Context: an optimization exercise on an open-source flow, tuned for small area. The choices shown serve that exercise and are no tape-out recipe. Function was checked by simulation only, so behaviour that the tests miss may differ from the original. The flow treats the clock pin as an ideal source. Dropping or thinning the clock tree relies on that and would not hold on a real chip.

v10:
==> flow/design.v <==
module spi #(parameter N = 4, parameter cpol = 0, parameter cpha = 0)
(
    input clk,  
    input rst,  
    input start,
    input [11:0] din,
    input [N-1 : 0] which_slave_enabled,
    output [N-1 : 0] cs,  
    output reg mosi,
    output done,
    output reg [11:0] bits_sent,    
    output sclk  
);
    reg a, b, c;
    reg sclkt;
    wire last = a & c;
    always @(posedge clk) begin
        a <= ~rst & ~c;
        b <= ~rst & ~a;
        c <= rst | ~b;
        sclkt <= ~rst & (sclkt ^ last);
    end
    wire g = last & ~sclkt & ~rst;    
    reg [3:0] st;
    wire st_i = (st == 4'd12);
    wire st_l = (st == 4'd13);
    wire st_e = (st == 4'd11);
    wire onehot = (which_slave_enabled == 4'b0001) | (which_slave_enabled == 4'b0010) |
                  (which_slave_enabled == 4'b0100) | (which_slave_enabled == 4'b1000);
    wire inc = g & (~st_i | start);
    wire ld = g & st_l;
    wire hold = ~rst & ~g;
    wire [11:0] wr;
    genvar gi;
    generate for (gi = 0; gi < 12; gi = gi + 1) begin : w
        assign wr[gi] = g & (st == (((gi + 14) % 16)));
    end endgenerate
    wire keep = hold | (g & ~st_i & ~st_l);
    reg idx1, x;
    wire [1:0] idx = {idx1, x};
    assign done = x & st_i;
    wire sel_ok = (st == 4'd14) ? mosi : bits_sent[0];
    wire active = ~(st == 4'd12 || st == 4'd13) & sel_ok;
    assign cs = ~({4{active}} & {idx == 2'd3, idx == 2'd2, idx == 2'd1, idx == 2'd0});
    always @(posedge clk) begin
        if (rst) st <= 4'd12;
        else if (inc) st <= st + 4'd1;
        if (ld) idx1 <= which_slave_enabled[3] | which_slave_enabled[2];
        x <= (g & st_e) | (ld & (which_slave_enabled[3] | which_slave_enabled[1])) |
             (hold & x) | (g & ~st_e & ~st_l & ~st_i & x);
        mosi <= (ld & onehot) | (|(wr & bits_sent)) | (hold & mosi);
        bits_sent <= (wr & {12{mosi}}) | ({12{ld}} & din) | ({12{keep}} & ~wr & bits_sent);
    end
    assign sclk = sclkt;
endmodule
Settings: LEC_CHECK=0, CAP_MARGIN=0, CORE_AREA=2 2 62 62, DIE_AREA=0 0 64 64, SLEW_MARGIN=0; clock period 5.0 ns.
standard.sh (not shown) runs the stock make flow with config.mk's settings and CLKGATE_MAP_FILE= SYNTH_SCRIPT=/design/flow/synth_recipe.tcl, a recipe that flattens the netlist after the stock synthesis.
==> flow/flow/run.sh <==
#!/bin/bash
# Own layout flow: the standard flow (standard.sh) with these changes.
#  - Synthesis: the standard flow's synthesis script (synth_recipe.tcl: same registers and names), but
#    ABC maps the logic with an area-oriented script (flow/abc.script) instead of ORFS's
#    speed script, and Yosys's half/full-adder extraction is skipped so ABC sees all logic.
#  - Port buffers: sky130_fd_sc_hd__buf_1 on every input and output port.
#  - Clock tree: CTS builds it from clkbuf_8 buffers without dummy loads; then
#    flow/onebuf.tcl (a POST_CTS hook) collapses it into one clkbuf_16 that the clock
#    port drives and that drives every register.
# Each step's full output goes to its own log file in the work folder.
set -euo pipefail
W=$(pwd)
F=$W/flow
{
  echo 'proc extract_fa {args} { puts "own flow: adder extraction skipped" }'
  echo 'proc abc {args} {'
  echo '  set i [lsearch -exact $args -script]'
  echo "  if {\$i >= 0} { set args [lreplace \$args \$i [expr {\$i+1}] -script $F/abc.script] }"
  echo '  yosys abc {*}$args'
  echo '}'
  cat "$W/synth_recipe.tcl"
} > "$W/own_synth.tcl"
KNOBS=(
  "SYNTH_SCRIPT=$W/own_synth.tcl"
  "BUFFER_PORTS_ARGS=-buffer_cell sky130_fd_sc_hd__buf_1"
  "POST_CTS_TCL=$F/onebuf.tcl"
  "CTS_ARGS=-sink_clustering_enable -repair_clock_nets -buf_list sky130_fd_sc_hd__clkbuf_8 -root_buf sky130_fd_sc_hd__clkbuf_8 -dont_use_dummy_load"
)
bash "$W/standard.sh" synth "${KNOBS[@]}" > "$W/own_synth.log" 2>&1
bash "$W/standard.sh" finish "${KNOBS[@]}" > "$W/own_layout.log" 2>&1
==> flow/flow/onebuf.tcl <==
# POST_CTS hook: collapse the clock tree that CTS built into a single buffer.
# The buffer driven by the clock port keeps its input; every clock sink that a leaf
# buffer drove moves to its output, the leaf buffers are removed, and the root
# becomes a clkbuf_16. The clock port still feeds one cell pin.
set block [ord::get_db_block]
set db [ord::get_db]
set master [$db findMaster sky130_fd_sc_hd__clkbuf_16]
set clk [$block findNet clk]
set roots {}
foreach it [$clk getITerms] {
  if {[$it isInputSignal] || [[$it getMTerm] getSigType] eq "CLOCK" || [$it isInputSignal] == 0} {
    set inst [$it getInst]
    if {[string match "*clkbuf*" [[$inst getMaster] getName]]} { lappend roots $inst }
  }
}
if {[llength $roots] != 1} { error "onebuf: expected one root clock buffer, found [llength $roots]" }
set root [lindex $roots 0]
set rootout [[$root findITerm X] getNet]
set moved 0
set leaves {}
foreach it [$rootout getITerms] {
  set inst [$it getInst]
  if {$inst eq $root} continue
  if {[string match "*clkbuf*" [[$inst getMaster] getName]] && [[$it getMTerm] getName] eq "A"} {
    lappend leaves $inst
  }
}
foreach leaf $leaves {
  set lnet [[$leaf findITerm X] getNet]
  foreach it [$lnet getITerms] {
    if {[$it getInst] eq $leaf} continue
    $it disconnect
    $it connect $rootout
    incr moved
  }
  [$leaf findITerm A] disconnect
  [$leaf findITerm X] disconnect
  odb::dbInst_destroy $leaf
  odb::dbNet_destroy $lnet
}
$root swapMaster $master
puts "onebuf: removed [llength $leaves] leaf buffers, moved $moved sinks, root [$root getName] is now sky130_fd_sc_hd__clkbuf_16"
detailed_placement
check_placement -verbose
estimate_parasitics -placement
Other scripts of this flow, unchanged in this note and not shown: flow/flow/abc.script
--- input diff v10..v38 ---
diff --git a/flow/flow/run.sh b/flow/flow/run.sh
--- a/flow/flow/run.sh
+++ b/flow/flow/run.sh
@@ -8 +8 @@
-#    flow/onebuf.tcl (a POST_CTS hook) collapses it into one clkbuf_16 that the clock
+#    flow/onebuf.tcl (a POST_CTS hook) collapses it into one buf_12 that the clock
diff --git a/flow/flow/onebuf.tcl b/flow/flow/onebuf.tcl
--- a/flow/flow/onebuf.tcl
+++ b/flow/flow/onebuf.tcl
@@ -4 +4 @@
-# becomes a clkbuf_16. The clock port still feeds one cell pin.
+# becomes a buf_12. The clock port still feeds one cell pin.
@@ -7 +7 @@
-set master [$db findMaster sky130_fd_sc_hd__clkbuf_16]
+set master [$db findMaster sky130_fd_sc_hd__buf_12]
@@ -42 +42 @@
-puts "onebuf: removed [llength $leaves] leaf buffers, moved $moved sinks, root [$root getName] is now sky130_fd_sc_hd__clkbuf_16"
+puts "onebuf: removed [llength $leaves] leaf buffers, moved $moved sinks, root [$root getName] is now sky130_fd_sc_hd__buf_12"
diff --git a/flow/config.mk b/flow/config.mk
--- a/flow/config.mk
+++ b/flow/config.mk
@@ -8,4 +8,5 @@
-export CAP_MARGIN = 0
-export CORE_AREA = 2 2 62 62
-export DIE_AREA = 0 0 64 64
-export SLEW_MARGIN = 0
+export CAP_MARGIN = 20
+export CORE_AREA = 2 2 78 78
+export DIE_AREA = 0 0 80 80
+export PLACE_DENSITY = 0.35
+export SLEW_MARGIN = 20
Results
Both conditions hold for v38: the flow ran to the end and the final layout passed the timing, DRC and antenna checks. [diff] final area, v38 relative to v10: regression. From v10 to v38 the numbers moved as follows: growth of design area from synthesis to finish increased by 2.6 points relative to the old numbers; placed standard-cell area increased by about 2.6% relative to the old numbers; via count decreased by about 2.6% relative to the old numbers.

re-timing with driven ports:
The results above use ideal ports. As a check the final layouts listed here were re-extracted and re-timed, cells and wires unchanged.
Step 1 (the two cells are an assumption about what drives the block):
set clk [get_ports {clk}]
set_driving_cell -lib_cell sky130_fd_sc_hd__clkbuf_16 $clk
set_driving_cell -lib_cell sky130_fd_sc_hd__buf_2 [delete_from_list [all_inputs] $clk]
Step 2 moves the port delays by t, midway between the first and last clock arrival at a register: inputs arrive t later, outputs are due t later. That takes back most of the time a late clock gives input paths.
Slacks: ideal / step 1 / step 2; pairs: ideal / step 1.
run | t (ns) | setup WS [ns] | worst setup path after step 2 | slew at the worst register clock pin (ns) | worst data-port slew with drivers (ns)
v10 | 0.178 | 2.413 / 2.388 / 2.347 | input to register | 0.09 / 0.09 | 0.04
v38 | 0.165 | 2.415 / 2.383 / 2.352 | input to register | 0.10 / 0.10 | 0.04
After both steps setup and hold are still met in every run listed. For v10, which loses most, drivers alone change the setup slack by -0.025 ns; drivers and shift together by -0.066 ns.
